What follows belongs to an exercise in optimizing a design on an open flow for small area; a production flow would make more cautious choices. Function was checked by simulation only, so behaviour that the tests miss may differ from the original. No activity file was given, so power comes from the tool's default toggle rates.

==> design.v <==
module regfile_forward(rs_data, rt_data, rs_num, rt_num, rd_num, rd_data, rd_we, clk, rst_b);
	input       [4:0]  rs_num, rt_num, rd_num;
	input       [31:0] rd_data;
	input              rd_we, clk, rst_b;
	output wire [31:0] rs_data, rt_data;
	reg         [31:0] mem[1:31];
	reg         [31:1] valid;
	wire wr = rd_we && (rd_num != 0);
	always @(posedge clk or negedge rst_b)
		if (!rst_b)
			valid <= 31'b0;
		else if (wr)
			valid[rd_num] <= 1'b1;
	always @(posedge clk)
		if (wr)
			mem[rd_num] <= rd_data;
	wire rs_byp = rd_we && (rd_num == rs_num) && (rs_num != 0);
	wire rt_byp = rd_we && (rd_num == rt_num) && (rt_num != 0);
	reg  [31:0] rs_or, rt_or;
	integer k;
	always @(*) begin
		rs_or = rs_byp ? rd_data : 32'h0;
		rt_or = rt_byp ? rd_data : 32'h0;
		for (k = 1; k < 32; k = k + 1) begin
			rs_or = rs_or | ({32{!rs_byp && valid[k] && (rs_num == k)}} & mem[k]);
			rt_or = rt_or | ({32{!rt_byp && valid[k] && (rt_num == k)}} & mem[k]);
		end
	end
	assign rs_data = rs_or;
	assign rt_data = rt_or;
endmodule
module btb16(rd_idx, pc_hi, tag_hit, hist, target, wr_idx, wr_tag, wr_hist, wr_target, wr_we, clk, rst_b);
	input       [3:0]  rd_idx, wr_idx;
	input       [29:0] pc_hi;       
	output wire        tag_hit;     
	output wire [1:0]  hist;
	output wire [29:0] target;
	input       [25:0] wr_tag;
	input       [1:0]  wr_hist;
	input       [29:0] wr_target;
	input              wr_we, clk, rst_b;
	reg         [25:0] tag_mem[0:15];
	reg         [1:0]  hist_mem[0:15];
	reg         [29:0] tgt_mem[0:15];
	reg         [15:0] valid;
	always @(posedge clk or negedge rst_b)
		if (!rst_b)
			valid <= 16'b0;
		else if (wr_we)
			valid[wr_idx] <= 1'b1;
	always @(posedge clk)
		if (wr_we) begin
			tag_mem[wr_idx]  <= wr_tag;
			hist_mem[wr_idx] <= wr_hist;
			tgt_mem[wr_idx]  <= wr_target;
		end
	reg  [25:0] tag_or;
	reg  [1:0]  hist_or;
	reg  [29:0] tgt_or;
	reg         v;
	integer k;
	always @(*) begin
		tag_or = 26'h0;
		hist_or = 2'b00;
		tgt_or = 30'h0;
		v = 1'b0;
		for (k = 0; k < 16; k = k + 1)
			if (rd_idx == k) v = valid[k];
		for (k = 0; k < 16; k = k + 1) begin
			tag_or  = tag_or  | ({26{valid[k] && (rd_idx == k)}} & tag_mem[k]);
			hist_or = hist_or | ({2{valid[k] && (rd_idx == k)}} & hist_mem[k]);
			tgt_or  = tgt_or  | ({30{valid[k] && (rd_idx == k)}} & tgt_mem[k]);
		end
	end
	assign tag_hit = v ? (tag_or == pc_hi[29:4]) : (pc_hi == 30'h0);
	assign hist    = hist_or;
	assign target  = tgt_or;
endmodule
module exception_unit(exception_halt, pc, IBE);
	output wire      exception_halt;
	input     [31:0] pc;
	input            IBE;
	assign exception_halt = (pc[1:0] != 2'b00) || IBE;
endmodule
module syscall_unit(syscall_halt, r_v0, Sys);
	output wire        syscall_halt;
	input       [31:0] r_v0;
	input              Sys;
	assign syscall_halt = Sys && (r_v0 == 32'h0a);
endmodule
module mips_decode( 
   ctrl_we, ctrl_Sys, ctrl_RI, alu__sel, regdst, pcMuxSel, jLink_en,
   memtoreg, alusrc1, alusrc2, se, mem_write_en, hi_en,lo_en,
   load_sel, brcond, store_sel,
   load_stall,
   dcd_op, dcd_funct2, dcd_rt
   );
   input       [5:0] dcd_op, dcd_funct2;
   input       [4:0] dcd_rt;
   output reg        ctrl_we, ctrl_Sys, ctrl_RI, regdst, jLink_en, alusrc1, alusrc2, se, hi_en, lo_en;
   output reg  [1:0] memtoreg, pcMuxSel;
   output reg  [3:0] alu__sel, mem_write_en;
   output reg  [2:0] load_sel,brcond;
   output reg  [1:0] store_sel;
   output reg        load_stall;
   always_comb begin
     alu__sel = 4'h0;  
     ctrl_we = 1'b1;  
     ctrl_Sys = 1'b0;
     ctrl_RI = 1'b0;
     regdst = 1'b0;  
     pcMuxSel = 2'b00;  
     jLink_en = 1'b0;  
     memtoreg = 2'b00;  
     alusrc1 = 1'b0;  
     alusrc2 = 1'b0;  
     se = 1'b0;  
     mem_write_en = 4'b0;  
     load_sel = 3'b0;
     store_sel = 2'b0;
     load_stall = 1'b0;  
     hi_en = 1'b0;  
     lo_en = 1'b0;  
     brcond = 3'b111; 
     case(dcd_op)  
       6'h00:  
         begin
           regdst = 1'b1;  
         case(dcd_funct2)
           6'h00:
             begin
               alu__sel = 4'b0010;
               alusrc1 = 1'b1;
               alusrc2 = 1'b1;
             end
          6'h02:
             begin
               alu__sel = 4'b0011;
               alusrc1 = 1'b1;
               alusrc2 = 1'b1;
             end
           6'h03:
             begin
               alu__sel = 4'b0100;
               alusrc1 = 1'b1;
               alusrc2 = 1'b1;
             end
           6'h04:
             alu__sel = 4'b0101;
           6'h06:
             alu__sel = 4'b0110;
           6'h07:
             alu__sel = 4'b0111;
           6'h08:  
             begin
               ctrl_we = 1'b0;
               pcMuxSel = 2'b10;
             end
           6'h09:
             begin
               pcMuxSel = 2'b10;
               jLink_en = 1'b1;
               ctrl_we = 1'b1;
             end
           6'h0c:
             ctrl_Sys = 1'b1;
           6'h10:  
             begin
               memtoreg=2'b10;
               load_stall=1'b1;
             end
           6'h11:  
             hi_en = 1'b1;
           6'h12:  
             begin
               memtoreg=2'b11;
               load_stall=1'b1;
             end
           6'h13:  
             lo_en = 1'b1;
           6'h20: 
               alu__sel = 4'b0000;
           6'h21:
             alu__sel = 4'b0000;  
           6'h22:
             alu__sel = 4'b0001;
           6'h23:
             alu__sel = 4'b0001;  
           6'h24:
             alu__sel = 4'b1000;
           6'h25:
             alu__sel = 4'b1001;
           6'h26:
             alu__sel = 4'b1010;
           6'h27:
             alu__sel = 4'b1011;
           6'h2a:
             alu__sel = 4'b1100;
           6'h2b:
             alu__sel = 4'b1101;
           default:
             ctrl_RI = 1'b1;
         endcase  
         end  
       6'h01:  
         case(dcd_rt)
           5'h00:
             begin
               alu__sel = 4'b0001;
               ctrl_we = 1'b0;
               pcMuxSel = 2'b01;
               brcond = 3'b000;
             end
           5'h01:
             begin
               alu__sel = 4'b0001;
               ctrl_we = 1'b0;
               pcMuxSel = 2'b01;
               brcond = 3'b001;
             end
           5'h10:
             begin
               alu__sel = 4'b0001;
               pcMuxSel = 2'b01;
               jLink_en = 1'b1;
               brcond = 3'b000;
             end
           5'h11:
             begin
               alu__sel = 4'b0001;  
               pcMuxSel = 2'b01;
               jLink_en = 1'b1;
               brcond = 3'b001;
             end
           default:
             ctrl_RI = 1'b1;
         endcase  
       6'h02:
         begin
           ctrl_we = 1'b0;
           pcMuxSel = 2'b11;
         end
       6'h03:
         begin
           ctrl_we = 1'b1;  
           pcMuxSel = 2'b11;
           jLink_en = 1'b1;
         end
       6'h04:
         begin
           alu__sel = 4'b0001;  
           ctrl_we = 1'b0;
           pcMuxSel = 2'b01;
           brcond = 3'b010;
           se = 1'b1;
         end
       6'h05:
         begin
           alu__sel = 4'b0001;  
           ctrl_we = 1'b0;
           pcMuxSel = 2'b01;
           brcond = 3'b011;
           se = 1'b1;
         end
       6'h06:
         begin
           alu__sel = 4'b0001;  
           ctrl_we = 1'b0;
           pcMuxSel = 2'b01;
           brcond = 3'b100;
           se = 1'b1;
         end
       6'h07:
         begin
           alu__sel = 4'b0001;  
           ctrl_we = 1'b0;
           pcMuxSel = 2'b01;
           brcond = 3'b101;
           se = 1'b1;
         end
       6'h08:
         begin
           alu__sel = 4'b0000;
           alusrc2 = 1'b1;
           se = 1'b1;
         end
       6'h09:
         begin
           alu__sel = 4'b0000;
           alusrc2 = 1'b1;
           se = 1'b1;  
         end
       6'h0a:
         begin
           alu__sel = 4'b1100;
           alusrc2 = 1'b1;
           se = 1'b1;
         end
       6'h0b:
         begin
           alu__sel = 4'b1101;
           alusrc2 = 1'b1;
         end
       6'h0c:
         begin
           alu__sel = 4'b1000;
           alusrc2 = 1'b1;
         end
       6'h0d:
         begin
           alu__sel = 4'b1001;
           alusrc2 = 1'b1;
         end
       6'h0e:
         begin
           alu__sel = 4'b1010;
           alusrc2 = 1'b1;
         end
       6'h0f:
         begin
           memtoreg = 2'b01;
           load_stall = 1'b1;
           load_sel = 3'b000;
         end
       6'h20:
         begin
           load_stall = 1'b1;
           alu__sel = 4'b0000;
           se = 1'b1;
           alusrc2 = 1'b1;
           memtoreg = 1'b1;
           load_sel = 3'b001;
         end
       6'h21:
         begin
           load_stall = 1'b1;
           alu__sel = 4'b0000;
           se = 1'b1;
           alusrc2 = 1'b1;
           memtoreg = 1'b1;
           load_sel = 3'b010;
         end
       6'h23:
         begin
           load_stall = 1'b1;
           alu__sel = 4'b0000;
           se = 1'b1;
           alusrc2 = 1'b1;
           memtoreg = 1'b1;
           load_sel = 3'b011;
         end
       6'h24:
         begin
           load_stall = 1'b1;
           alu__sel = 4'b0000;
           se = 1'b1;
           alusrc2 = 1'b1;
           memtoreg = 1'b1;
           load_sel = 3'b100;
         end
       6'h25:
         begin
           load_stall = 1'b1;
           alu__sel = 4'b0000;
           se = 1'b1;
           alusrc2 = 1'b1;
           memtoreg = 1'b1;
           load_sel = 3'b101;
         end
       6'h28:
         begin
           ctrl_we = 1'b0;
           alu__sel = 4'b0000;
           alusrc2 = 1'b1;
           se = 1'b1;
           regdst = 1'b1;
           mem_write_en = 4'b1000;
           store_sel = 2'b00;
         end
       6'h29:
         begin
           ctrl_we = 1'b0;
           alu__sel = 4'b0000;
           alusrc2 = 1'b1;
           se = 1'b1;
           regdst = 1'b1;
           mem_write_en = 4'b1100;
           store_sel = 2'b01;
         end
       6'h2b:
         begin
           ctrl_we = 1'b0;
           alu__sel = 4'b0000;
           alusrc2 = 1'b1;
           se = 1'b1;
           regdst = 1'b1;
           mem_write_en = 4'b1111;
           store_sel = 2'b10;
         end
       default:
         begin
            ctrl_RI = 1'b1;
         end
     endcase  
   end
endmodule
module mips_core( 
   inst_addr, mem_addr, mem_data_in, mem_write_en, halted,
   clk, inst_excpt, mem_excpt, inst, mem_data_out, rst_b
   );
   parameter text_start  = 32'h00400000;  
   input         clk, inst_excpt, mem_excpt;
   output [29:0] inst_addr;
   output [29:0] mem_addr;
   input  [31:0] inst, mem_data_out;
   output [31:0] mem_data_in;
   output [3:0]  mem_write_en;
   output        halted;
   input         rst_b;
   reg  [31:0] pc;
   reg  [31:0] pc_ID, inst_ID;
   reg         btbHit_ID;
   reg  [1:0]  history_ID;
   reg  [31:0] pc_EX, rs_data_EX, rt_data_EX;
   reg  [15:0] imm_EX;           
   reg         immhi_EX;         
   reg  [9:0]  target_EX;        
   reg  [4:0]  wr_reg_EX;
   reg  [1:0]  fwd_rs_sel_EX, fwd_rt_sel_EX;
   reg         btbHit_EX, pcLinkSel_EX;
   reg  [1:0]  history_EX;
   reg         ctrl_we_EX, hi_en_EX, lo_en_EX, st_EX;
   reg  [1:0]  pcMuxSel_EX;
   reg         ctrl_Sys_EX, jLink_en_EX, alusrc1_EX, alusrc2_EX, load_stall_EX;
   reg  [1:0]  memtoreg_EX, store_sel_EX;
   reg  [3:0]  alu__sel_EX;
   reg  [2:0]  load_sel_EX, brcond_EX;
   reg  [31:0] alu__out_MEM, rt_data_MEM, pcLink_MEM;
   reg  [15:0] imm_MEM;
   reg  [4:0]  wr_reg_MEM;
   reg         ctrl_we_MEM, ctrl_Sys_MEM, jLink_en_MEM, st_MEM;
   reg  [1:0]  memtoreg_MEM, store_sel_MEM;
   reg  [2:0]  load_sel_MEM;
   reg  [31:0] wr_dataMem, pcLink_WB;
   reg  [4:0]  wr_reg_WB;
   reg         ctrl_we_WB, jLink_en_WB, sys_halt_WB;
   reg  [31:0] hi_out, lo_out;
   reg         flush;
   reg         halted;
   wire        internal_halt, exception_halt, syscall_halt;
   wire        IFen, EXen, mispredict;
   wire [31:0] pc_plus4 = pc + 32'd4;
   wire [31:0] stallpc = IFen ? pc_plus4 : pc;
   wire        btbHit;
   wire [1:0]  history;
   wire [29:0] btb_target;
   wire [31:0] pcPred, pcCorr, newpc;
   wire        btbPred = btbHit && history[1];
   assign pcPred = (btbPred && IFen) ? {btb_target, 2'b00} : stallpc;
   assign pcCorr = mispredict ? newpc : pcPred;
   assign inst_addr = pc[31:2];
   always @(posedge clk or negedge rst_b)
     if (!rst_b)
       pc <= text_start;
     else if (!internal_halt)
       pc <= pcCorr;
   always @(posedge clk or negedge rst_b)
     if (!rst_b) begin
        pc_ID <= 32'h0;
        inst_ID <= 32'h0;
        btbHit_ID <= 1'b0;
        history_ID <= 2'b00;
     end else if (IFen) begin
        pc_ID <= pc;
        inst_ID <= inst;
        btbHit_ID <= btbHit;
        history_ID <= history;
     end
   wire [4:0]  dcd_rs = inst_ID[25:21];
   wire [4:0]  dcd_rt = inst_ID[20:16];
   wire [4:0]  dcd_rd = inst_ID[15:11];
   wire [15:0] dcd_imm = inst_ID[15:0];
   wire [3:0]  alu__sel;
   wire        ctrl_we, ctrl_Sys, ctrl_RI, regdst, jLink_en, alusrc1, alusrc2, se;
   wire        hi_en, lo_en, load_stall;
   wire [1:0]  memtoreg, pcMuxSel, store_sel;
   wire [3:0]  mem_en;
   wire [2:0]  load_sel, brcond;
   mips_decode Decoder(.ctrl_we(ctrl_we), .ctrl_Sys(ctrl_Sys), .ctrl_RI(ctrl_RI),
                       .alu__sel(alu__sel), .regdst(regdst), .pcMuxSel(pcMuxSel),
                       .jLink_en(jLink_en), .memtoreg(memtoreg), .alusrc1(alusrc1),
                       .alusrc2(alusrc2), .se(se), .mem_write_en(mem_en),
                       .hi_en(hi_en), .lo_en(lo_en), .load_sel(load_sel),
                       .brcond(brcond), .store_sel(store_sel), .load_stall(load_stall),
                       .dcd_op(inst_ID[31:26]), .dcd_funct2(inst_ID[5:0]), .dcd_rt(dcd_rt));
   wire [4:0]  rt_regNum = ctrl_Sys ? 5'd2 : dcd_rt;    
   wire [4:0]  wr_regNum = regdst ? dcd_rd : dcd_rt;
   wire [31:0] rs_data, rt_data, wr_data;
   wire [4:0]  wr_reg;
   regfile_forward RegFile(.rs_data(rs_data), .rt_data(rt_data), .rs_num(dcd_rs),
                           .rt_num(rt_regNum), .rd_num(wr_reg), .rd_data(wr_data),
                           .rd_we(ctrl_we_WB), .clk(clk), .rst_b(rst_b));
   wire [1:0]  fwd_rs_sel, fwd_rt_sel;
   wire        pcLinkSel;
   forwardData fwd(.wr_reg_EX(wr_reg_EX), .wr_reg_MEM(wr_reg_MEM), .dcd_rt(rt_regNum),
                   .dcd_rs(dcd_rs), .ctrl_we_EX(ctrl_we_EX), .ctrl_we_MEM(ctrl_we_MEM),
                   .jLink_en_EX(jLink_en_EX), .jLink_en_MEM(jLink_en_MEM),
                   .pcLinkSel(pcLinkSel), .rsfwd(fwd_rs_sel), .rtfwd(fwd_rt_sel));
   wire load_use = load_stall_EX && (ctrl_we_EX || st_EX) &&
                   ((regdst && (rt_regNum != 5'd0) && (rt_regNum == wr_reg_EX)) ||
                    ((dcd_rs != 5'd0) && (dcd_rs == wr_reg_EX)));
   assign IFen = !load_use;
   always @(posedge clk or negedge rst_b)
     if (!rst_b)
       flush <= 1'b0;
     else
       flush <= mispredict;
   assign EXen = !flush && !mispredict && IFen;
   always @(posedge clk or negedge rst_b)
     if (!rst_b) begin
        pc_EX <= 32'h0;
        rs_data_EX <= 32'h0;
        rt_data_EX <= 32'h0;
        imm_EX <= 16'h0;
        immhi_EX <= 1'b0;
        target_EX <= 10'h0;
        wr_reg_EX <= 5'h0;
        fwd_rs_sel_EX <= 2'b00;
        fwd_rt_sel_EX <= 2'b00;
        btbHit_EX <= 1'b0;
        pcLinkSel_EX <= 1'b0;
        history_EX <= 2'b00;
     end else if (EXen) begin
        pc_EX <= pc_ID;
        rs_data_EX <= rs_data;
        rt_data_EX <= rt_data;
        imm_EX <= dcd_imm;
        immhi_EX <= se & dcd_imm[15];
        target_EX <= inst_ID[25:16];
        wr_reg_EX <= wr_regNum;
        fwd_rs_sel_EX <= fwd_rs_sel;
        fwd_rt_sel_EX <= fwd_rt_sel;
        btbHit_EX <= btbHit_ID;
        pcLinkSel_EX <= pcLinkSel;
        history_EX <= history_ID;
     end
   always @(posedge clk or negedge rst_b)
     if (!rst_b) begin
        ctrl_we_EX <= 1'b0;
        hi_en_EX <= 1'b0;
        lo_en_EX <= 1'b0;
        st_EX <= 1'b0;
        pcMuxSel_EX <= 2'b00;
        ctrl_Sys_EX <= 1'b0;
        jLink_en_EX <= 1'b0;
        alusrc1_EX <= 1'b0;
        alusrc2_EX <= 1'b0;
        load_stall_EX <= 1'b0;
        memtoreg_EX <= 2'b00;
        store_sel_EX <= 2'b00;
        alu__sel_EX <= 4'h0;
        load_sel_EX <= 3'b000;
        brcond_EX <= 3'b000;
     end else begin
        ctrl_we_EX <= EXen & ctrl_we;
        hi_en_EX <= EXen & hi_en;
        lo_en_EX <= EXen & lo_en;
        st_EX <= EXen & (mem_en != 4'b0);
        pcMuxSel_EX <= EXen ? pcMuxSel : 2'b00;
        ctrl_Sys_EX <= ctrl_Sys;
        jLink_en_EX <= jLink_en;
        alusrc1_EX <= alusrc1;
        alusrc2_EX <= alusrc2;
        load_stall_EX <= load_stall;
        memtoreg_EX <= memtoreg;
        store_sel_EX <= store_sel;
        alu__sel_EX <= alu__sel;
        load_sel_EX <= load_sel;
        brcond_EX <= brcond;
     end
   wire [31:0] imm_full = {{16{immhi_EX}}, imm_EX};
   wire [31:0] pcfwd = pcLinkSel_EX ? pcLink_WB : pcLink_MEM;
   wire [31:0] rs_fwd, rt_fwd;
   mux4to1 fwdrs(rs_fwd, rs_data_EX, alu__out_MEM, wr_dataMem, pcfwd, fwd_rs_sel_EX);
   mux4to1 fwdrt(rt_fwd, rt_data_EX, alu__out_MEM, wr_dataMem, pcfwd, fwd_rt_sel_EX);
   wire [31:0] alu_in1 = alusrc1_EX ? rt_fwd : rs_fwd;
   wire [31:0] alu_in2 = alusrc2_EX ? imm_full : rt_fwd;
   wire [31:0] alu__out;
   wire        branchTrue;
   mips_ALU ALU(.alu__out(alu__out), .branchTrue(branchTrue), .alu__op1(alu_in1),
                .alu__op2(alu_in2), .alu__sel(alu__sel_EX), .brcond(brcond_EX));
   wire [1:0]  pcMuxSelFinal = (pcMuxSel_EX == 2'b01 && !branchTrue) ? 2'b00 : pcMuxSel_EX;
   wire [31:0] pc_EX4 = pc_EX + 32'd4;
   wire [31:0] br_target = pc_EX4 + {imm_full[29:0], 2'b00};
   wire [31:0] j_target = {pc_EX[31:28], target_EX, imm_EX, 2'b00};
   wire [31:0] ctl_target;
   mux4to1 pcMux(ctl_target, pc_EX4, br_target, rs_fwd, j_target, pcMuxSelFinal);
   assign newpc = (pcMuxSelFinal == 2'b00 && !IFen) ? pc_EX : ctl_target;
   assign mispredict = !flush && (pcMuxSel_EX != 2'b00) && (pc_ID != ctl_target);
   wire        btb_wr_we = (pcMuxSelFinal != 2'b00);
   wire [1:0]  sat_inc = (history_EX == 2'b11) ? 2'b11 : history_EX + 2'b01;
   wire [1:0]  state_new = btbHit_EX ? sat_inc : (mispredict ? 2'b10 : 2'b01);
   btb16 btb(.rd_idx(pc[5:2]), .pc_hi(pc[31:2]), .tag_hit(btbHit), .hist(history),
             .target(btb_target), .wr_idx(pc_EX[5:2]), .wr_tag(pc_EX[31:6]),
             .wr_hist(state_new), .wr_target(ctl_target[31:2]), .wr_we(btb_wr_we),
             .clk(clk), .rst_b(rst_b));
   always @(posedge clk or negedge rst_b)
     if (!rst_b)
       hi_out <= 32'h0;
     else if (hi_en_EX)
       hi_out <= rs_fwd;
   always @(posedge clk or negedge rst_b)
     if (!rst_b)
       lo_out <= 32'h0;
     else if (lo_en_EX)
       lo_out <= rs_fwd;
   always @(posedge clk or negedge rst_b)
     if (!rst_b) begin
        alu__out_MEM <= 32'h0;
        rt_data_MEM <= 32'h0;
        pcLink_MEM <= 32'h0;
        imm_MEM <= 16'h0;
        wr_reg_MEM <= 5'h0;
        ctrl_we_MEM <= 1'b0;
        ctrl_Sys_MEM <= 1'b0;
        jLink_en_MEM <= 1'b0;
        st_MEM <= 1'b0;
        memtoreg_MEM <= 2'b00;
        store_sel_MEM <= 2'b00;
        load_sel_MEM <= 3'b000;
     end else begin
        alu__out_MEM <= alu__out;
        rt_data_MEM <= rt_fwd;
        pcLink_MEM <= pc_EX4;
        imm_MEM <= imm_EX;
        wr_reg_MEM <= wr_reg_EX;
        ctrl_we_MEM <= ctrl_we_EX;
        ctrl_Sys_MEM <= ctrl_Sys_EX;
        jLink_en_MEM <= jLink_en_EX;
        st_MEM <= st_EX;
        memtoreg_MEM <= memtoreg_EX;
        store_sel_MEM <= store_sel_EX;
        load_sel_MEM <= load_sel_EX;
     end
   wire [1:0]  offset = alu__out_MEM[1:0];
   assign mem_addr = alu__out_MEM[31:2];
   wire [31:0] load_data;
   loader loader(.load_data(load_data), .dcd_imm(imm_MEM), .mem_data(mem_data_out),
                 .load_sel(load_sel_MEM), .offset(offset));
   storer storer(.store_data(mem_data_in), .mem_write_en(mem_write_en), .rt_data(rt_data_MEM),
                 .store_sel(store_sel_MEM), .offset(offset), .st(st_MEM));
   reg [31:0] wb_data;
   always_comb
     case (memtoreg_MEM)
       2'b00: wb_data = alu__out_MEM;
       2'b01: wb_data = load_data;
       2'b10: wb_data = hi_out;
       default: wb_data = lo_out;
     endcase
   wire sys_halt;
   syscall_unit SU(.syscall_halt(sys_halt), .r_v0(rt_data_MEM), .Sys(ctrl_Sys_MEM));
   always @(posedge clk or negedge rst_b)
     if (!rst_b) begin
        wr_dataMem <= 32'h0;
        pcLink_WB <= 32'h0;
        wr_reg_WB <= 5'h0;
        ctrl_we_WB <= 1'b0;
        jLink_en_WB <= 1'b0;
        sys_halt_WB <= 1'b0;
     end else begin
        wr_dataMem <= wb_data;
        pcLink_WB <= pcLink_MEM;
        wr_reg_WB <= wr_reg_MEM;
        ctrl_we_WB <= ctrl_we_MEM;
        jLink_en_WB <= jLink_en_MEM;
        sys_halt_WB <= sys_halt;
     end
   assign wr_data = jLink_en_WB ? pcLink_WB : wr_dataMem;
   assign wr_reg = jLink_en_WB ? 5'd31 : wr_reg_WB;
   exception_unit EU(.exception_halt(exception_halt), .pc(pc), .IBE(inst_excpt));
   assign syscall_halt = sys_halt_WB;
   assign internal_halt = exception_halt | syscall_halt;
   always @(posedge clk or negedge rst_b)
     if (!rst_b)
       halted <= 1'b0;
     else
       halted <= internal_halt;
endmodule  
module mips_ALU(alu__out, branchTrue, alu__op1, alu__op2, alu__sel, brcond);
   output logic [31:0] alu__out;
   output logic        branchTrue;
   input  logic [31:0] alu__op1, alu__op2;
   input  logic [3:0]  alu__sel;
   input  logic [2:0]  brcond;
   wire        sub = (alu__sel == 4'b0001) || (alu__sel == 4'b1100) || (alu__sel == 4'b1101);
   wire [32:0] sum = {1'b0, alu__op1} + {1'b0, alu__op2 ^ {32{sub}}} + {32'b0, sub};
   wire        sltu = !sum[32];
   wire        slt = (alu__op1[31] ^ alu__op2[31]) ? alu__op1[31] : sum[31];
   wire        sh_var = (alu__sel == 4'b0101) || (alu__sel == 4'b0110) || (alu__sel == 4'b0111);
   wire        sh_left = (alu__sel == 4'b0010) || (alu__sel == 4'b0101);
   wire        sh_arith = (alu__sel == 4'b0100) || (alu__sel == 4'b0111);
   wire [31:0] sh_data = sh_var ? alu__op2 : alu__op1;
   wire [4:0]  sh_amt = sh_var ? alu__op1[4:0] : alu__op2[10:6];
   logic [31:0] sh_in, sh_rev, sh_out;
   always_comb begin
      for (int i = 0; i < 32; i++) sh_rev[i] = sh_data[31 - i];
      sh_in = sh_left ? sh_rev : sh_data;
   end
   wire [31:0] sh_r = $signed({sh_arith & sh_data[31], sh_in}) >>> sh_amt;
   always_comb
      for (int i = 0; i < 32; i++) sh_out[i] = sh_left ? sh_r[31 - i] : sh_r[i];
   wire        op1_zero = (alu__op1 == 32'h0);
   always_comb begin
      case (alu__sel)
        4'b0000, 4'b0001: alu__out = sum[31:0];
        4'b0010, 4'b0011, 4'b0100,
        4'b0101, 4'b0110, 4'b0111: alu__out = sh_out;
        4'b1000:  alu__out = alu__op1 & alu__op2;
        4'b1001:   alu__out = alu__op1 | alu__op2;
        4'b1010:  alu__out = alu__op1 ^ alu__op2;
        4'b1011:  alu__out = ~(alu__op1 | alu__op2);
        4'b1100:  alu__out = {31'b0, slt};
        4'b1101: alu__out = {31'b0, sltu};
        default:   alu__out = 32'h0;
      endcase
      branchTrue = 1'b0;
      if (alu__sel == 4'b0001)
        case (brcond)
          3'b000: branchTrue = alu__op1[31];
          3'b001: branchTrue = !alu__op1[31];
          3'b010:  branchTrue = (sum[31:0] == 32'h0);
          3'b011:  branchTrue = (sum[31:0] != 32'h0);
          3'b100: branchTrue = alu__op1[31] || op1_zero;
          3'b101: branchTrue = !alu__op1[31] && !op1_zero;
          default:  branchTrue = 1'b0;
        endcase
   end
endmodule
module forwardData(
  input logic [4:0] wr_reg_EX, wr_reg_MEM, dcd_rt, dcd_rs,
  input logic ctrl_we_EX, ctrl_we_MEM, jLink_en_EX, jLink_en_MEM,
  output logic pcLinkSel,
  output logic [1:0] rsfwd, rtfwd);
  always_comb begin
    rsfwd = 2'b0;
    rtfwd = 2'b0;
    pcLinkSel = 1'b0;
    if (ctrl_we_MEM != 0) begin
      if (dcd_rs != 0) begin
        if (dcd_rs == wr_reg_MEM) begin
          rsfwd = 2'b10;
        end
        if (jLink_en_MEM && dcd_rs == 5'd31) begin
          rsfwd = 2'b11;
          pcLinkSel = 1'b1;
        end
      end
      if (dcd_rt != 0) begin
        if (dcd_rt == wr_reg_MEM) begin
          rtfwd = 2'b10;
        end
        if (jLink_en_MEM && dcd_rt == 5'd31) begin
          rtfwd = 2'b11;
          pcLinkSel = 1'b1;
        end
      end
    end
    if (ctrl_we_EX != 0) begin
      if (dcd_rs != 0) begin
        if (dcd_rs == wr_reg_EX) begin
          rsfwd = 2'b01;
        end
        if (jLink_en_EX && dcd_rs == 5'd31) begin
          rsfwd = 2'b11;
        end
      end
      if (dcd_rt != 0) begin
        if (dcd_rt == wr_reg_EX) begin
          rtfwd = 2'b01;
        end
        if (jLink_en_EX && dcd_rt == 5'd31) begin
          rtfwd = 2'b11;
        end
      end
    end
  end
endmodule
module mux4to1 #(parameter width = 32) (
      output logic [width - 1:0] out,
      input logic [width - 1:0] in0, in1, in2, in3,
      input logic [1:0] sel);
    assign out = sel[1] ? (sel[0] ? in3 : in2) : (sel[0] ? in1 : in0);
endmodule
module loader (
      output logic [31:0] load_data,
      input logic [15:0] dcd_imm,
      input logic [31:0] mem_data,
      input logic [2:0] load_sel,
      input logic [1:0] offset);
    logic [31:0] data;
    assign data = mem_data >> {offset, 3'b000};
    always_comb begin
      case(load_sel)
        3'b000:
          load_data = {dcd_imm, 16'b0};
        3'b001:
          load_data = {{24{data[7]}}, data[7:0]};
        3'b010:
          load_data = {{16{data[15]}}, data[15:0]};
        3'b011:
          load_data = mem_data;
        3'b100:
          load_data = {24'b0, data[7:0]};
        3'b101:
          load_data = {16'b0, data[15:0]};
        default:
          load_data = 32'h0;
      endcase
    end
endmodule
module storer (
      output logic [31:0] store_data,
      output logic [3:0] mem_write_en,
      input logic [31:0] rt_data,
      input logic [1:0] store_sel,
      input logic [1:0] offset,
      input logic st);
    wire sw = (store_sel == 2'b10);
    always_comb begin
      case (store_sel)
        2'b00: mem_write_en = 4'b0001 << offset;
        2'b01: mem_write_en = 4'b0011 << offset;
        2'b10: mem_write_en = 4'b1111;
        default: mem_write_en = 4'b0000;
      endcase
      if (!st)
        mem_write_en = 4'b0000;
      store_data[7:0]   = rt_data[7:0];
      store_data[15:8]  = (sw || !offset[0]) ? rt_data[15:8] : rt_data[7:0];
      store_data[23:16] = sw ? rt_data[23:16] : (offset[0] ? rt_data[15:8] : rt_data[7:0]);
      store_data[31:24] = sw ? rt_data[31:24] : (offset[0] ? rt_data[7:0] : rt_data[15:8]);
    end
endmodule
==> run.sh <==
#!/bin/bash
# synth_recipe.tcl (not shown) runs the flow's synth.tcl, then flattens the netlist and writes it again
# the make line also repeats each setting of config.mk as NAME=value (left out here)
make -C /OpenROAD-flow-scripts/flow DESIGN_CONFIG=/design/flow/config.mk WORK_HOME=/design/flow/orfs CLKGATE_MAP_FILE= SYNTH_SCRIPT=/design/flow/synth_recipe.tcl finish
==> config.mk <==
export PLATFORM = sky130hd
export DESIGN_NAME = mips_core
export DESIGN_NICKNAME = mips_core
export VERILOG_FILES = /design/flow/design.v
export SDC_FILE = /design/flow/constraint.sdc
export NUM_CORES = 4
export LEC_CHECK = 0
export CAP_MARGIN = 20
export CORE_MARGIN = 2
export CORE_UTILIZATION = 40
export PLACE_DENSITY = 0.6
export SLEW_MARGIN = 20
==> constraint.sdc <==
create_clock -name core_clock -period 15.0 [get_ports {clk}]
set_input_delay 3.0000 -clock core_clock [delete_from_list [all_inputs] [get_ports {clk}]]
set_output_delay 3.0000 -clock core_clock [all_outputs]
set_load 0.01 [all_outputs]
==> flow_results.xml, run 1 <==
<?xml version="1.0" encoding="UTF-8"?>
<metrics>
  <group name="outcome">
    <metric name="run_status" unit="">finished clean</metric>
  </group>
  <group name="cts">
    <metric name="h-tree-depth" unit="">5</metric>
    <metric name="cts_root_buf" unit="">sky130_fd_sc_hd__clkbuf_16</metric>
    <metric name="cts.clk_slew.worst_paths" unit="ps">60</metric>
    <metric name="cts_buffers" unit="">268</metric>
    <metric name="tritoncts_num_sinks" unit="">2493</metric>
    <metric name="postCtsHoldBufs" unit="">0</metric>
    <metric name="cts_max_path_buffers" unit="">4</metric>
    <metric name="post_cts_repair_resize_count" unit="">0</metric>
    <metric name="worstSkewPairLatency" unit="ps">890</metric>
    <metric name="post-cts-setup-buffer-count" unit="">0</metric>
    <metric name="cts_tree" unit="">built</metric>
  </group>
  <group name="logic_synthesis">
    <metric name="adder_and_majority_gate_portion_of_the_synthesized_area" unit="%">1.67</metric>
    <metric name="synth.distinct_cells" unit="">96</metric>
    <metric name="postSynthNetCount" unit="">9141</metric>
    <metric name="post_synth_edffs" unit="">1920</metric>
    <metric name="yosysMostFrequentCell" unit="">sky130_fd_sc_hd__edfxtp_1</metric>
    <metric name="post_synth_inst_count" unit="">8920</metric>
    <metric name="synthTopCellsByArea" unit="">sky130_fd_sc_hd__edfxtp_1 (50%), sky130_fd_sc_hd__dfrtp_1 (12%), sky130_fd_sc_hd__a22oi_1 (6.2%), sky130_fd_sc_hd__mux2i_1 (3.2%), sky130_fd_sc_hd__mux2_2 (2.0%)</metric>
    <metric name="ys_top_cells_by_count" unit="">sky130_fd_sc_hd__edfxtp_1 (1,920), sky130_fd_sc_hd__a22oi_1 (959), sky130_fd_sc_hd__dfrtp_1 (572)</metric>
    <metric name="ys.warnings.count" unit="">8</metric>
    <metric name="synth_flop_cell" unit="">sky130_fd_sc_hd__edfxtp_1</metric>
    <metric name="synth_compound_area_share" unit="%">16.1</metric>
    <metric name="synth-seq-area-share" unit="%">62.3</metric>
    <metric name="yosys.area.top_type" unit="">sky130_fd_sc_hd__edfxtp_1</metric>
    <metric name="synth_largest_type_area_fraction" unit="%">49.9</metric>
    <metric name="postSynthRegisterBits" unit="">2493</metric>
    <metric name="synth_xor_xnor_area_share" unit="%">1.58</metric>
    <metric name="post_synth_mux_area_share" unit="%">6.87</metric>
    <metric name="synth_simple_gate_area_share" unit="%">8.07</metric>
    <metric name="syn_area" unit="sq um">116000</metric>
    <metric name="proportion_of_synthesized_flip_flops_having_asynchronous_set_or_reset" unit="%">23.0</metric>
    <metric name="postSynthAreaPerCell" unit="sq um">13.0</metric>
    <metric name="synth_top_family_by_area" unit="">compound AO/OA/AOI/OAI gates</metric>
  </group>
  <group name="worst_setup_path">
    <metric name="crit-reg2reg-launch" unit="">fwd_rt_sel_EX[0]$_DFFE_PN0P_</metric>
    <metric name="cp.buffers_inverters" unit="">4</metric>
    <metric name="crit_start" unit="">fwd_rt_sel_EX[0]$_DFFE_PN0P_</metric>
    <metric name="critPathLaunchType" unit="">register</metric>
    <metric name="worst-path-max-fanout" unit="">61</metric>
    <metric name="critPathMostFrequentCell" unit="">sky130_fd_sc_hd__buf_4</metric>
    <metric name="critical_path.max_stage_delay" unit="ps">1110</metric>
    <metric name="worst-endpoint-arrival" unit="ps">13060</metric>
    <metric name="setup.worst_path.class" unit="">reg2reg</metric>
    <metric name="cp_top_family" unit="">compound AO/OA/AOI/OAI gates</metric>
    <metric name="worst-endpoint-required" unit="ps">15690</metric>
    <metric name="crit_slowest_cell" unit="">sky130_fd_sc_hd__a2111oi_0</metric>
    <metric name="worst_setup_path_end_kind" unit="">register</metric>
  </group>
  <group name="timing">
    <metric name="slew_headroom" unit="%">14.8</metric>
    <metric name="tightest_slew" unit="ps">1270</metric>
    <metric name="tmin_final" unit="ps">12370</metric>
    <metric name="report.final.setup_viol" unit="">0</metric>
    <metric name="slew_viol_final" unit="">0</metric>
    <metric name="hold_viol_final" unit="">0</metric>
    <metric name="final.setup.tns" unit="ps">0</metric>
    <metric name="upper_clock_frequency_limit" unit="GHz">0.0808</metric>
    <metric name="layout_worst_path_cycle_share" unit="%">82.5</metric>
    <metric name="final_worst_setup_slack" unit="ps">2630</metric>
    <metric name="fin_skew" unit="ps">91.7</metric>
    <metric name="rsz0062_at_grt" unit="">false</metric>
  </group>
  <group name="power_and_ir_drop">
    <metric name="p_sw" unit="uW">7200</metric>
    <metric name="powerDensity" unit="nW/um^2">162</metric>
    <metric name="vdd.ir_drop.worst" unit="V">0.0000897</metric>
    <metric name="leakagePower" unit="uW">0.0456</metric>
    <metric name="clkPwrFrac" unit="%">31.2</metric>
    <metric name="internal_power" unit="uW">13900</metric>
    <metric name="sequentialPowerShare" unit="%">43.7</metric>
    <metric name="net_sw_share" unit="%">34.1</metric>
    <metric name="comb_power_share" unit="%">25.1</metric>
  </group>
  <group name="final_layout">
    <metric name="fin_cells" unit="">12800</metric>
    <metric name="reg_top3" unit="">RegFile.mem (992), btb.tgt_mem (480), btb.tag_mem (416)</metric>
    <metric name="layout.core_utilization" unit="%">45.2</metric>
    <metric name="drive_above_1_share" unit="%">12.9</metric>
    <metric name="largest_reg_flops" unit="">992</metric>
    <metric name="top_register" unit="">RegFile.mem</metric>
    <metric name="layout.filler_cells" unit="">25500</metric>
    <metric name="area_delta_synth_final" unit="%">12.5</metric>
    <metric name="fin_nets" unit="">9064</metric>
    <metric name="final_area" unit="sq um">130000</metric>
  </group>
  <group name="job">
    <metric name="drv_cap" unit="">0</metric>
  </group>
  <group name="routing">
    <metric name="drt_iter0_drc" unit="">16100</metric>
    <metric name="drtPass1Iterations" unit="">10</metric>
    <metric name="routed_wire_length_per_instance" unit="um">38.0</metric>
    <metric name="route.vias.total" unit="">89600</metric>
    <metric name="wirelength" unit="um">488000</metric>
    <metric name="antenna_nets_post_route" unit="">0</metric>
    <metric name="drc_errors" unit="">0</metric>
    <metric name="post_drt_via_cell_ratio" unit="">6.98</metric>
  </group>
  <group name="placement">
    <metric name="finalWeightedCongestion" unit="">0.986</metric>
    <metric name="placed_cells" unit="">12400</metric>
    <metric name="placement.io_buffers" unit="">163</metric>
    <metric name="hpwl" unit="um">288000</metric>
    <metric name="preCtsSetupSlack" unit="ps">2850</metric>
    <metric name="place_area" unit="sq um">122000</metric>
  </group>
  <group name="floorplan">
    <metric name="die_width" unit="um">542</metric>
    <metric name="die-area" unit="sq um">293000</metric>
    <metric name="io_pins" unit="">165</metric>
    <metric name="die_height" unit="um">542</metric>
    <metric name="initial_core_util" unit="%">40.2</metric>
    <metric name="placement_rows" unit="">197</metric>
    <metric name="core_region_area" unit="sq um">288000</metric>
  </group>
  <group name="worst_hold_path">
    <metric name="worst_hold_class" unit="">reg2reg</metric>
    <metric name="worst_hold_startpoint" unit="">memtoreg_EX[0]$_DFF_PN0_</metric>
  </group>
  <group name="grt">
    <metric name="grt_max_degree" unit="">148</metric>
    <metric name="grt_pass1_wl" unit="um">665000</metric>
    <metric name="antenna_found_initial" unit="">29</metric>
    <metric name="globalRouteOverflowTotal" unit="">0</metric>
    <metric name="grt_util_overall" unit="%">32.1</metric>
    <metric name="first_global_vias" unit="">83600</metric>
  </group>
</metrics>
## layout by cell type, fill, tap and decap left out, types with 241 or more instances in the layout
cell,n
sky130_fd_sc_hd__clkbuf_16,275
sky130_fd_sc_hd__a21oi_1,336
sky130_fd_sc_hd__edfxtp_1,1920
sky130_fd_sc_hd__o21ai_0,254
sky130_fd_sc_hd__a22oi_1,959
sky130_fd_sc_hd__dfrtp_1,558
sky130_fd_sc_hd__nand3_1,241
sky130_fd_sc_hd__nand2_1,441
sky130_fd_sc_hd__nor2_1,411
sky130_fd_sc_hd__mux2i_1,366
## metal layers
metal	GRT usage (%)	share of wire, %
met1	41.2	36
met2	47.0	42
met3	11.6	15
met4	17.5	7.0
met5	0.806	0.084
## path summary, 6_finish.rpt
| path | slack (ps) | to | cells past startpoint |
|---|---|---|---|
| min | 340 | memtoreg_MEM[0]$_DFF_PN0_ | 0 |
| max in group asynchronous | 10490 | halted$_DFF_PN0_ | 3 |
| max | 2630 | rt_data_EX[14]$_DFFE_PN0P_ | 25 |
| min reg2reg | 340 | memtoreg_MEM[0]$_DFF_PN0_ | 0 |
| min in group asynchronous | 2140 | alu__out_MEM[2]$_DFF_PN0_ | 1 |
| max reg2reg | 2630 | rt_data_EX[14]$_DFFE_PN0P_ | 25 |
## power groups by stage
stage / Sequential (uW) / Clock, uW / Combinational (uW)
after floorplan: 8810 / 0 / 3170
after global placement: 9290 / 0 / 5020
after detailed placement: 9300 / 0 / 5090
after CTS: 9170 / 6580 / 5110
after global routing: 9230 / 6870 / 5570
final: 9220 / 6580 / 5300
## area by class of cell
type / count / area [sq um] / area share, %
timing repair buffer: 407 / 3500 / 2.69
antenna: 15 / 37.5 / 0.0288
clock inverter: 131 / 1310 / 1.01
inverter: 199 / 747 / 0.574
multi-input combinational: 5474 / 40600 / 31.2
tap: 3781 / 4730 / 3.64
clock buffer: 339 / 7220 / 5.55
sequential: 2493 / 72000 / 55.3
## per-stage QoR
step	power (uW)	hold slack, ps
global placement	14300	335
detailed placement	14400	335
finish	21100	345
floorplan	12000	331
global route	21700	349
CTS	20900	348
## kinds of logic after synthesis
| logic type | count (synthesis) |
|---|---|
| AOI/OAI and AO/OA | 2535 |
| DFF | 2493 |
| and+or+nand+nor | 1889 |
| buffers and inverters | 953 |
| muxes | 688 |
| xor gates and xnor gates | 209 |
| adders and majority gates | 153 |
==> inputs of run 2 (changes only) <==
--- a/design.v
+++ b/design.v
@@ -436,7 +436,6 @@
    reg  [3:0]  alu__sel_EX;
    reg  [2:0]  load_sel_EX, brcond_EX;
    reg  [31:0] alu__out_MEM, rt_data_MEM, pcLink_MEM;
-   reg  [15:0] imm_MEM;
    reg  [4:0]  wr_reg_MEM;
    reg         ctrl_we_MEM, ctrl_Sys_MEM, jLink_en_MEM, st_MEM;
    reg  [1:0]  memtoreg_MEM, store_sel_MEM;
@@ -445,34 +444,33 @@
    reg  [4:0]  wr_reg_WB;
    reg         ctrl_we_WB, jLink_en_WB, sys_halt_WB;
    reg  [31:0] hi_out, lo_out;
+   reg         hi_v, lo_v;       
    reg         flush;
    reg         halted;
    wire        internal_halt, exception_halt, syscall_halt;
    wire        IFen, EXen, mispredict;
    wire [31:0] pc_plus4 = pc + 32'd4;
-   wire [31:0] stallpc = IFen ? pc_plus4 : pc;
    wire        btbHit;
    wire [1:0]  history;
    wire [29:0] btb_target;
    wire [31:0] pcPred, pcCorr, newpc;
    wire        btbPred = btbHit && history[1];
-   assign pcPred = (btbPred && IFen) ? {btb_target, 2'b00} : stallpc;
+   assign pcPred = btbPred ? {btb_target, 2'b00} : pc_plus4;
    assign pcCorr = mispredict ? newpc : pcPred;
    assign inst_addr = pc[31:2];
    always @(posedge clk or negedge rst_b)
      if (!rst_b)
        pc <= text_start;
-     else if (!internal_halt)
+     else if (!internal_halt && (IFen || mispredict))
        pc <= pcCorr;
    always @(posedge clk or negedge rst_b)
-     if (!rst_b) begin
-        pc_ID <= 32'h0;
+     if (!rst_b)
         inst_ID <= 32'h0;
-        btbHit_ID <= 1'b0;
-        history_ID <= 2'b00;
-     end else if (IFen) begin
-        pc_ID <= pc;
+     else if (IFen)
         inst_ID <= inst;
+   always @(posedge clk)
+     if (IFen) begin
+        pc_ID <= pc;
         btbHit_ID <= btbHit;
         history_ID <= history;
      end
@@ -516,21 +514,8 @@
      else
        flush <= mispredict;
    assign EXen = !flush && !mispredict && IFen;
-   always @(posedge clk or negedge rst_b)
-     if (!rst_b) begin
-        pc_EX <= 32'h0;
-        rs_data_EX <= 32'h0;
-        rt_data_EX <= 32'h0;
-        imm_EX <= 16'h0;
-        immhi_EX <= 1'b0;
-        target_EX <= 10'h0;
-        wr_reg_EX <= 5'h0;
-        fwd_rs_sel_EX <= 2'b00;
-        fwd_rt_sel_EX <= 2'b00;
-        btbHit_EX <= 1'b0;
-        pcLinkSel_EX <= 1'b0;
-        history_EX <= 2'b00;
-     end else if (EXen) begin
+   always @(posedge clk)
+     if (EXen) begin
         pc_EX <= pc_ID;
         rs_data_EX <= rs_data;
         rt_data_EX <= rt_data;
@@ -552,15 +537,6 @@
         st_EX <= 1'b0;
         pcMuxSel_EX <= 2'b00;
         ctrl_Sys_EX <= 1'b0;
-        jLink_en_EX <= 1'b0;
-        alusrc1_EX <= 1'b0;
-        alusrc2_EX <= 1'b0;
-        load_stall_EX <= 1'b0;
-        memtoreg_EX <= 2'b00;
-        store_sel_EX <= 2'b00;
-        alu__sel_EX <= 4'h0;
-        load_sel_EX <= 3'b000;
-        brcond_EX <= 3'b000;
      end else begin
         ctrl_we_EX <= EXen & ctrl_we;
         hi_en_EX <= EXen & hi_en;
@@ -568,6 +544,8 @@
         st_EX <= EXen & (mem_en != 4'b0);
         pcMuxSel_EX <= EXen ? pcMuxSel : 2'b00;
         ctrl_Sys_EX <= ctrl_Sys;
+     end
+   always @(posedge clk) begin
         jLink_en_EX <= jLink_en;
         alusrc1_EX <= alusrc1;
         alusrc2_EX <= alusrc2;
@@ -577,7 +555,7 @@
         alu__sel_EX <= alu__sel;
         load_sel_EX <= load_sel;
         brcond_EX <= brcond;
-     end
+   end
    wire [31:0] imm_full = {{16{immhi_EX}}, imm_EX};
    wire [31:0] pcfwd = pcLinkSel_EX ? pcLink_WB : pcLink_MEM;
    wire [31:0] rs_fwd, rt_fwd;
@@ -605,47 +583,42 @@
              .wr_hist(state_new), .wr_target(ctl_target[31:2]), .wr_we(btb_wr_we),
              .clk(clk), .rst_b(rst_b));
    always @(posedge clk or negedge rst_b)
-     if (!rst_b)
-       hi_out <= 32'h0;
-     else if (hi_en_EX)
-       hi_out <= rs_fwd;
-   always @(posedge clk or negedge rst_b)
-     if (!rst_b)
-       lo_out <= 32'h0;
-     else if (lo_en_EX)
-       lo_out <= rs_fwd;
+     if (!rst_b) begin
+       hi_v <= 1'b0;
+       lo_v <= 1'b0;
+     end else begin
+       if (hi_en_EX) hi_v <= 1'b1;
+       if (lo_en_EX) lo_v <= 1'b1;
+     end
+   always @(posedge clk) begin
+     if (hi_en_EX) hi_out <= rs_fwd;
+     if (lo_en_EX) lo_out <= rs_fwd;
+   end
    always @(posedge clk or negedge rst_b)
      if (!rst_b) begin
-        alu__out_MEM <= 32'h0;
-        rt_data_MEM <= 32'h0;
-        pcLink_MEM <= 32'h0;
-        imm_MEM <= 16'h0;
-        wr_reg_MEM <= 5'h0;
         ctrl_we_MEM <= 1'b0;
         ctrl_Sys_MEM <= 1'b0;
-        jLink_en_MEM <= 1'b0;
         st_MEM <= 1'b0;
-        memtoreg_MEM <= 2'b00;
-        store_sel_MEM <= 2'b00;
-        load_sel_MEM <= 3'b000;
      end else begin
+        ctrl_we_MEM <= ctrl_we_EX;
+        ctrl_Sys_MEM <= ctrl_Sys_EX;
+        st_MEM <= st_EX;
+     end
+   always @(posedge clk) begin
         alu__out_MEM <= alu__out;
-        rt_data_MEM <= rt_fwd;
+        rt_data_MEM[15:0] <= rt_fwd[15:0];
+        rt_data_MEM[31:16] <= (memtoreg_EX == 2'b01) ? imm_EX : rt_fwd[31:16];
         pcLink_MEM <= pc_EX4;
-        imm_MEM <= imm_EX;
         wr_reg_MEM <= wr_reg_EX;
-        ctrl_we_MEM <= ctrl_we_EX;
-        ctrl_Sys_MEM <= ctrl_Sys_EX;
         jLink_en_MEM <= jLink_en_EX;
-        st_MEM <= st_EX;
         memtoreg_MEM <= memtoreg_EX;
         store_sel_MEM <= store_sel_EX;
         load_sel_MEM <= load_sel_EX;
-     end
+   end
    wire [1:0]  offset = alu__out_MEM[1:0];
    assign mem_addr = alu__out_MEM[31:2];
    wire [31:0] load_data;
-   loader loader(.load_data(load_data), .dcd_imm(imm_MEM), .mem_data(mem_data_out),
+   loader loader(.load_data(load_data), .dcd_imm(rt_data_MEM[31:16]), .mem_data(mem_data_out),
                  .load_sel(load_sel_MEM), .offset(offset));
    storer storer(.store_data(mem_data_in), .mem_write_en(mem_write_en), .rt_data(rt_data_MEM),
                  .store_sel(store_sel_MEM), .offset(offset), .st(st_MEM));
@@ -654,27 +627,25 @@
      case (memtoreg_MEM)
        2'b00: wb_data = alu__out_MEM;
        2'b01: wb_data = load_data;
-       2'b10: wb_data = hi_out;
-       default: wb_data = lo_out;
+       2'b10: wb_data = hi_v ? hi_out : 32'h0;
+       default: wb_data = lo_v ? lo_out : 32'h0;
      endcase
    wire sys_halt;
    syscall_unit SU(.syscall_halt(sys_halt), .r_v0(rt_data_MEM), .Sys(ctrl_Sys_MEM));
    always @(posedge clk or negedge rst_b)
      if (!rst_b) begin
-        wr_dataMem <= 32'h0;
-        pcLink_WB <= 32'h0;
-        wr_reg_WB <= 5'h0;
         ctrl_we_WB <= 1'b0;
-        jLink_en_WB <= 1'b0;
         sys_halt_WB <= 1'b0;
      end else begin
+        ctrl_we_WB <= ctrl_we_MEM;
+        sys_halt_WB <= sys_halt;
+     end
+   always @(posedge clk) begin
         wr_dataMem <= wb_data;
         pcLink_WB <= pcLink_MEM;
         wr_reg_WB <= wr_reg_MEM;
-        ctrl_we_WB <= ctrl_we_MEM;
         jLink_en_WB <= jLink_en_MEM;
-        sys_halt_WB <= sys_halt;
-     end
+   end
    assign wr_data = jLink_en_WB ? pcLink_WB : wr_dataMem;
    assign wr_reg = jLink_en_WB ? 5'd31 : wr_reg_WB;
    exception_unit EU(.exception_halt(exception_halt), .pc(pc), .IBE(inst_excpt));
@@ -728,8 +699,8 @@
         case (brcond)
           3'b000: branchTrue = alu__op1[31];
           3'b001: branchTrue = !alu__op1[31];
-          3'b010:  branchTrue = (sum[31:0] == 32'h0);
-          3'b011:  branchTrue = (sum[31:0] != 32'h0);
+          3'b010:  branchTrue = (alu__op1 == alu__op2);
+          3'b011:  branchTrue = (alu__op1 != alu__op2);
           3'b100: branchTrue = alu__op1[31] || op1_zero;
           3'b101: branchTrue = !alu__op1[31] && !op1_zero;
           default:  branchTrue = 1'b0;
--- a/config.mk
+++ b/config.mk
@@ -7,6 +7,8 @@
 export LEC_CHECK = 0
 export CAP_MARGIN = 20
 export CORE_MARGIN = 2
-export CORE_UTILIZATION = 40
-export PLACE_DENSITY = 0.6
+export CORE_UTILIZATION = 55
+export CTS_CLUSTER_DIAMETER = 200
+export CTS_CLUSTER_SIZE = 20
+export PLACE_DENSITY = 0.65
 export SLEW_MARGIN = 20
==> run 2 against run 1 <==
  * Sequential power rose by 7.4%
  * Worst setup slack improved by 1300 ps
  * Largest cell class unchanged
  * Critical path type unchanged
  * Still clean on timing, DRC and antenna
  * Critical path depth fell by 1
  * Register-to-register slack improved by 1300 ps
  * Utilization rose by 15 points
  * Routed wire length fell by 5.6%
==> flow_results.xml, run 2 <==
<?xml version="1.0" encoding="UTF-8"?>
<metrics>
  <group name="floorplan">
    <metric name="placement_rows" unit="">164</metric>
    <metric name="die-area" unit="sq um">205000</metric>
    <metric name="io_pins" unit="">165</metric>
    <metric name="initial_core_util" unit="%">55.5</metric>
    <metric name="core_region_area" unit="sq um">200000</metric>
    <metric name="die_height" unit="um">453</metric>
    <metric name="die_width" unit="um">453</metric>
  </group>
  <group name="logic_synthesis">
    <metric name="synth_compound_area_share" unit="%">16.8</metric>
    <metric name="post_synth_mux_area_share" unit="%">4.55</metric>
    <metric name="yosysMostFrequentCell" unit="">sky130_fd_sc_hd__edfxtp_1</metric>
    <metric name="synth_largest_type_area_fraction" unit="%">58.3</metric>
    <metric name="post_synth_inst_count" unit="">8196</metric>
    <metric name="synth-seq-area-share" unit="%">64.8</metric>
    <metric name="yosys.area.top_type" unit="">sky130_fd_sc_hd__edfxtp_1</metric>
    <metric name="proportion_of_synthesized_flip_flops_having_asynchronous_set_or_reset" unit="%">5.12</metric>
    <metric name="postSynthAreaPerCell" unit="sq um">13.5</metric>
    <metric name="synth.distinct_cells" unit="">104</metric>
    <metric name="syn_area" unit="sq um">111000</metric>
    <metric name="adder_and_majority_gate_portion_of_the_synthesized_area" unit="%">1.74</metric>
    <metric name="ys.warnings.count" unit="">8</metric>
    <metric name="postSynthRegisterBits" unit="">2479</metric>
    <metric name="ys_top_cells_by_count" unit="">sky130_fd_sc_hd__edfxtp_1 (2,155), sky130_fd_sc_hd__a22oi_1 (560), sky130_fd_sc_hd__clkbuf_1 (527)</metric>
    <metric name="synth_top_family_by_area" unit="">compound AO/OA/AOI/OAI gates</metric>
    <metric name="synth_xor_xnor_area_share" unit="%">1.63</metric>
    <metric name="synth_flop_cell" unit="">sky130_fd_sc_hd__edfxtp_1</metric>
    <metric name="synth_simple_gate_area_share" unit="%">7.22</metric>
    <metric name="synthTopCellsByArea" unit="">sky130_fd_sc_hd__edfxtp_1 (58%), sky130_fd_sc_hd__a22oi_1 (3.8%), sky130_fd_sc_hd__dfxtp_1 (3.6%), sky130_fd_sc_hd__mux2i_1 (3.1%), sky130_fd_sc_hd__dfrtp_1 (2.8%)</metric>
    <metric name="post_synth_edffs" unit="">2155</metric>
    <metric name="postSynthNetCount" unit="">8417</metric>
  </group>
  <group name="final_layout">
    <metric name="area_delta_synth_final" unit="%">7.86</metric>
    <metric name="top_register" unit="">RegFile.mem</metric>
    <metric name="final_area" unit="sq um">120000</metric>
    <metric name="drive_above_1_share" unit="%">9.34</metric>
    <metric name="layout_commonest_cell" unit="">sky130_fd_sc_hd__edfxtp_1</metric>
    <metric name="fin_nets" unit="">8283</metric>
    <metric name="reg_top3" unit="">RegFile.mem (992), btb.tgt_mem (480), btb.tag_mem (416)</metric>
    <metric name="layout.cells.most_common_list" unit="">sky130_fd_sc_hd__edfxtp_1 (2,155), sky130_fd_sc_hd__a22oi_1 (560), sky130_fd_sc_hd__nor2_1 (359)</metric>
    <metric name="largest_reg_flops" unit="">992</metric>
    <metric name="layout.filler_cells" unit="">15700</metric>
    <metric name="layout.core_utilization" unit="%">59.8</metric>
  </group>
  <group name="worst_setup_path">
    <metric name="crit-reg2reg-launch" unit="">fwd_rs_sel_EX[0]$_DFFE_PP_</metric>
    <metric name="setup.worst_path.class" unit="">reg2reg</metric>
    <metric name="worst-endpoint-arrival" unit="ps">11530</metric>
    <metric name="crit-reg2reg-capture" unit="">rt_data_EX[11]$_DFFE_PP_</metric>
    <metric name="worst-path-max-fanout" unit="">70</metric>
    <metric name="cp.buffers_inverters" unit="">5</metric>
    <metric name="critical_path.max_stage_delay" unit="ps">910</metric>
    <metric name="critPathMostFrequentCell" unit="">sky130_fd_sc_hd__buf_4</metric>
    <metric name="worst-endpoint-required" unit="ps">15480</metric>
    <metric name="cp_top_family" unit="">compound AO/OA/AOI/OAI gates</metric>
    <metric name="worst_setup_path_end_kind" unit="">register</metric>
    <metric name="worstRegToRegCells" unit="">24</metric>
    <metric name="critPathLaunchType" unit="">register</metric>
    <metric name="reg2reg_setup_slack" unit="ps">3950</metric>
    <metric name="timing.critical_path.cells" unit="">buf_4 &gt; buf_4 &gt; mux2_2 &gt; o2bb2ai_1 &gt; a221oi_1 &gt; ha_1 &gt; nor4_1 &gt; nand4_1 &gt; o21a_1 &gt; o21ai_0 &gt; a21oi_1 &gt; o21a_1 &gt; o31ai_1 &gt; o22a_1 &gt; xor2_1 &gt; a31oi_1 &gt; o2111ai_1 &gt; a2111oi_1 &gt; nand4_2 &gt; nand2_4 &gt; inv_4 &gt; nor3b_4 &gt; buf_4 &gt; buf_4</metric>
    <metric name="crit_slowest_cell" unit="">sky130_fd_sc_hd__a221oi_1</metric>
  </group>
  <group name="outcome">
    <metric name="run_status" unit="">finished clean</metric>
  </group>
  <group name="power_and_ir_drop">
    <metric name="leakagePower" unit="uW">0.0400</metric>
    <metric name="comb_power_share" unit="%">30.0</metric>
    <metric name="powerDensity" unit="nW/um^2">167</metric>
    <metric name="net_sw_share" unit="%">36.6</metric>
    <metric name="clkPwrFrac" unit="%">20.5</metric>
    <metric name="vdd.ir_drop.worst" unit="V">0.000115</metric>
    <metric name="fin_total_pwr" unit="uW">20000</metric>
    <metric name="p_sw" unit="uW">7330</metric>
    <metric name="internal_power" unit="uW">12700</metric>
    <metric name="sequentialPowerShare" unit="%">49.4</metric>
  </group>
  <group name="cts">
    <metric name="post_cts_repair_resize_count" unit="">0</metric>
    <metric name="worstSkewPairLatency" unit="ps">880</metric>
    <metric name="cts.clk_slew.worst_paths" unit="ps">110</metric>
    <metric name="postCtsHoldBufs" unit="">0</metric>
    <metric name="cts_buffers" unit="">141</metric>
    <metric name="tritoncts_num_sinks" unit="">2479</metric>
    <metric name="h-tree-depth" unit="">4</metric>
    <metric name="post-cts-setup-buffer-count" unit="">0</metric>
    <metric name="cts_root_buf" unit="">sky130_fd_sc_hd__clkbuf_16</metric>
    <metric name="cts_max_path_buffers" unit="">3</metric>
    <metric name="cts_tree" unit="">built</metric>
  </group>
  <group name="timing">
    <metric name="hold_viol_final" unit="">0</metric>
    <metric name="final_worst_setup_slack" unit="ps">3950</metric>
    <metric name="final.setup.tns" unit="ps">0</metric>
    <metric name="fin_skew" unit="ps">50.4</metric>
    <metric name="slew_viol_final" unit="">0</metric>
    <metric name="layout_worst_path_cycle_share" unit="%">73.7</metric>
    <metric name="report.final.setup_viol" unit="">0</metric>
    <metric name="rsz0062_at_grt" unit="">false</metric>
    <metric name="upper_clock_frequency_limit" unit="GHz">0.0905</metric>
    <metric name="tightest_slew" unit="ps">1230</metric>
    <metric name="tmin_final" unit="ps">11050</metric>
    <metric name="slew_headroom" unit="%">15.8</metric>
  </group>
  <group name="grt">
    <metric name="grt_util_overall" unit="%">43.9</metric>
    <metric name="first_global_vias" unit="">78400</metric>
    <metric name="globalRouteOverflowTotal" unit="">0</metric>
    <metric name="grt_pass1_wl" unit="um">627000</metric>
    <metric name="grt_max_degree" unit="">98</metric>
    <metric name="antenna_found_initial" unit="">22</metric>
  </group>
  <group name="placement">
    <metric name="place_area" unit="sq um">116000</metric>
    <metric name="finalWeightedCongestion" unit="">0.985</metric>
    <metric name="preCtsSetupSlack" unit="ps">4360</metric>
    <metric name="placement.io_buffers" unit="">163</metric>
    <metric name="hpwl" unit="um">266000</metric>
  </group>
  <group name="routing">
    <metric name="routed_wire_length_per_instance" unit="um">42.6</metric>
    <metric name="antenna_nets_post_route" unit="">0</metric>
    <metric name="route.vias.total" unit="">84600</metric>
    <metric name="drc_errors" unit="">0</metric>
    <metric name="post_drt_via_cell_ratio" unit="">7.82</metric>
    <metric name="drtPass1Iterations" unit="">10</metric>
    <metric name="drt_iter0_drc" unit="">17400</metric>
    <metric name="wirelength" unit="um">460000</metric>
  </group>
  <group name="worst_hold_path">
    <metric name="min_delay_worst_endpoint" unit="">load_sel_MEM[1]$_DFF_P_</metric>
    <metric name="worst_hold_stages" unit="">0</metric>
    <metric name="worst_hold_startpoint" unit="">load_sel_EX[1]$_DFF_P_</metric>
    <metric name="worst_hold_class" unit="">reg2reg</metric>
  </group>
  <group name="job">
    <metric name="drv_cap" unit="">0</metric>
  </group>
</metrics>
run 2: worst register-to-register path, cell delays in order (launching register included):
cell and delay, ps:
sky130_fd_sc_hd__edfxtp_1 340, sky130_fd_sc_hd__buf_4 390, sky130_fd_sc_hd__buf_4 750, sky130_fd_sc_hd__mux2_2 470, sky130_fd_sc_hd__o2bb2ai_1 130, sky130_fd_sc_hd__a221oi_1 910, sky130_fd_sc_hd__ha_1 430, sky130_fd_sc_hd__nor4_1 440
sky130_fd_sc_hd__nand4_1 340, sky130_fd_sc_hd__o21a_1 260, sky130_fd_sc_hd__o21ai_0 240, sky130_fd_sc_hd__a21oi_1 160, sky130_fd_sc_hd__o21a_1 270, sky130_fd_sc_hd__o31ai_1 900, sky130_fd_sc_hd__o22a_1 770, sky130_fd_sc_hd__xor2_1 140
sky130_fd_sc_hd__a31oi_1 310, sky130_fd_sc_hd__o2111ai_1 180, sky130_fd_sc_hd__a2111oi_1 540, sky130_fd_sc_hd__nand4_2 210, sky130_fd_sc_hd__nand2_4 360, sky130_fd_sc_hd__inv_4 350, sky130_fd_sc_hd__nor3b_4 300, sky130_fd_sc_hd__buf_4 570
sky130_fd_sc_hd__buf_4 810
run 2: how the worst max path moves through the flow:
stage                                from                       end  slack, ps  cells past startpoint
2_1_floorplan          pc_EX[7]$_DFFE_PP_        hi_en_EX$_DFF_PN0_       5040                     25
3_3_place_gp   fwd_rs_sel_EX[0]$_DFFE_PP_  rs_data_EX[11]$_DFFE_PP_       4510                     25
3_5_place_dp   fwd_rs_sel_EX[0]$_DFFE_PP_  rt_data_EX[12]$_DFFE_PP_       4360                     25
4_1_cts        fwd_rs_sel_EX[0]$_DFFE_PP_  rt_data_EX[11]$_DFFE_PP_       4300                     25
5_1_grt        fwd_rs_sel_EX[0]$_DFFE_PP_  rt_data_EX[13]$_DFFE_PP_       3590                     25
6_report       fwd_rs_sel_EX[0]$_DFFE_PP_  rt_data_EX[11]$_DFFE_PP_       3950                     24
run 2: per-stage QoR:
step,instances,hold WS [ps]
6_report,10800,343
5_1_grt,10800,345
4_1_cts,10800,342
3_5_place_dp,10600,314
3_3_place_gp,10600,317
2_1_floorplan,8196,310
run 2: metal layers:
| metal | part of all wire [%] | GRT usage (%) | wire (um) | vias to the layer above |
|---|---|---|---|---|
| met4 | 8.2 | 26.6 | 37700 | 32 |
| met2 | 41 | 62.7 | 190000 | 8205 |
| li1 | - | - | - | 32800 |
| met3 | 16 | 16.0 | 73700 | 2167 |
| met5 | 0.075 | 0.606 | 345 | - |
| met1 | 34 | 57.3 | 158000 | 41400 |
run 2: cell type report:
| cell class | instances | area, sq um | area share (%) |
|---|---|---|---|
| Clock buffer | 220 | 3890 | 3.25 |
| Inverter | 182 | 686 | 0.573 |
| Multi-Input combinational cell | 4851 | 36300 | 30.3 |
| Tap cell | 2656 | 3320 | 2.78 |
| Sequential cell | 2479 | 71800 | 60.0 |
| Clock inverter | 11 | 163 | 0.136 |
| Antenna cell | 13 | 32.5 | 0.0272 |
| Timing Repair Buffer | 407 | 3470 | 2.90 |
run 2: logic make-up after synthesis:
| logic type | after synthesis |
|---|---|
| AND/OR/NAND/NOR | 1595 |
| buffers and inverters | 866 |
| AO/OA/AOI/OAI | 2420 |
| multiplexers | 476 |
| adder cells (fa/ha/maj) | 153 |
| XOR/XNOR | 207 |
| flip-flops | 2479 |
run 2: power groups by stage:
stage | registers, uW | logic [uW] | clock network, uW
global placement | 9960 | 5690 | 0
floorplan | 9380 | 3620 | 0
finish | 9900 | 6010 | 4110
detailed placement | 9970 | 5740 | 0
global route | 9910 | 6320 | 4320
CTS | 9830 | 5770 | 4090

[re-timing with driven ports]
The results above use ideal ports. As a check the final layouts listed here were re-extracted and re-timed, cells and wires unchanged.
Step 1: set_driving_cell puts a clkbuf_16 on clk and a buf_2 on each other input, an assumption about the parent block.
Step 2 also shifts input and output timing later by t, the mid clock arrival at the registers, as if the neighbouring blocks saw the same clock.
Slacks: ideal ports / drivers / drivers and shift; pairs: ideal ports / drivers.
run	t, ns	setup WS [ns]	worst setup path at the end	worst register clock-pin slew, ns
run 1	0.956	2.631 / 2.631 / 2.631	register to register	0.07 / 0.07
run 2	0.940	3.950 / 3.950 / 3.950	register to register	0.11 / 0.11
After both steps every run listed still meets setup and hold.
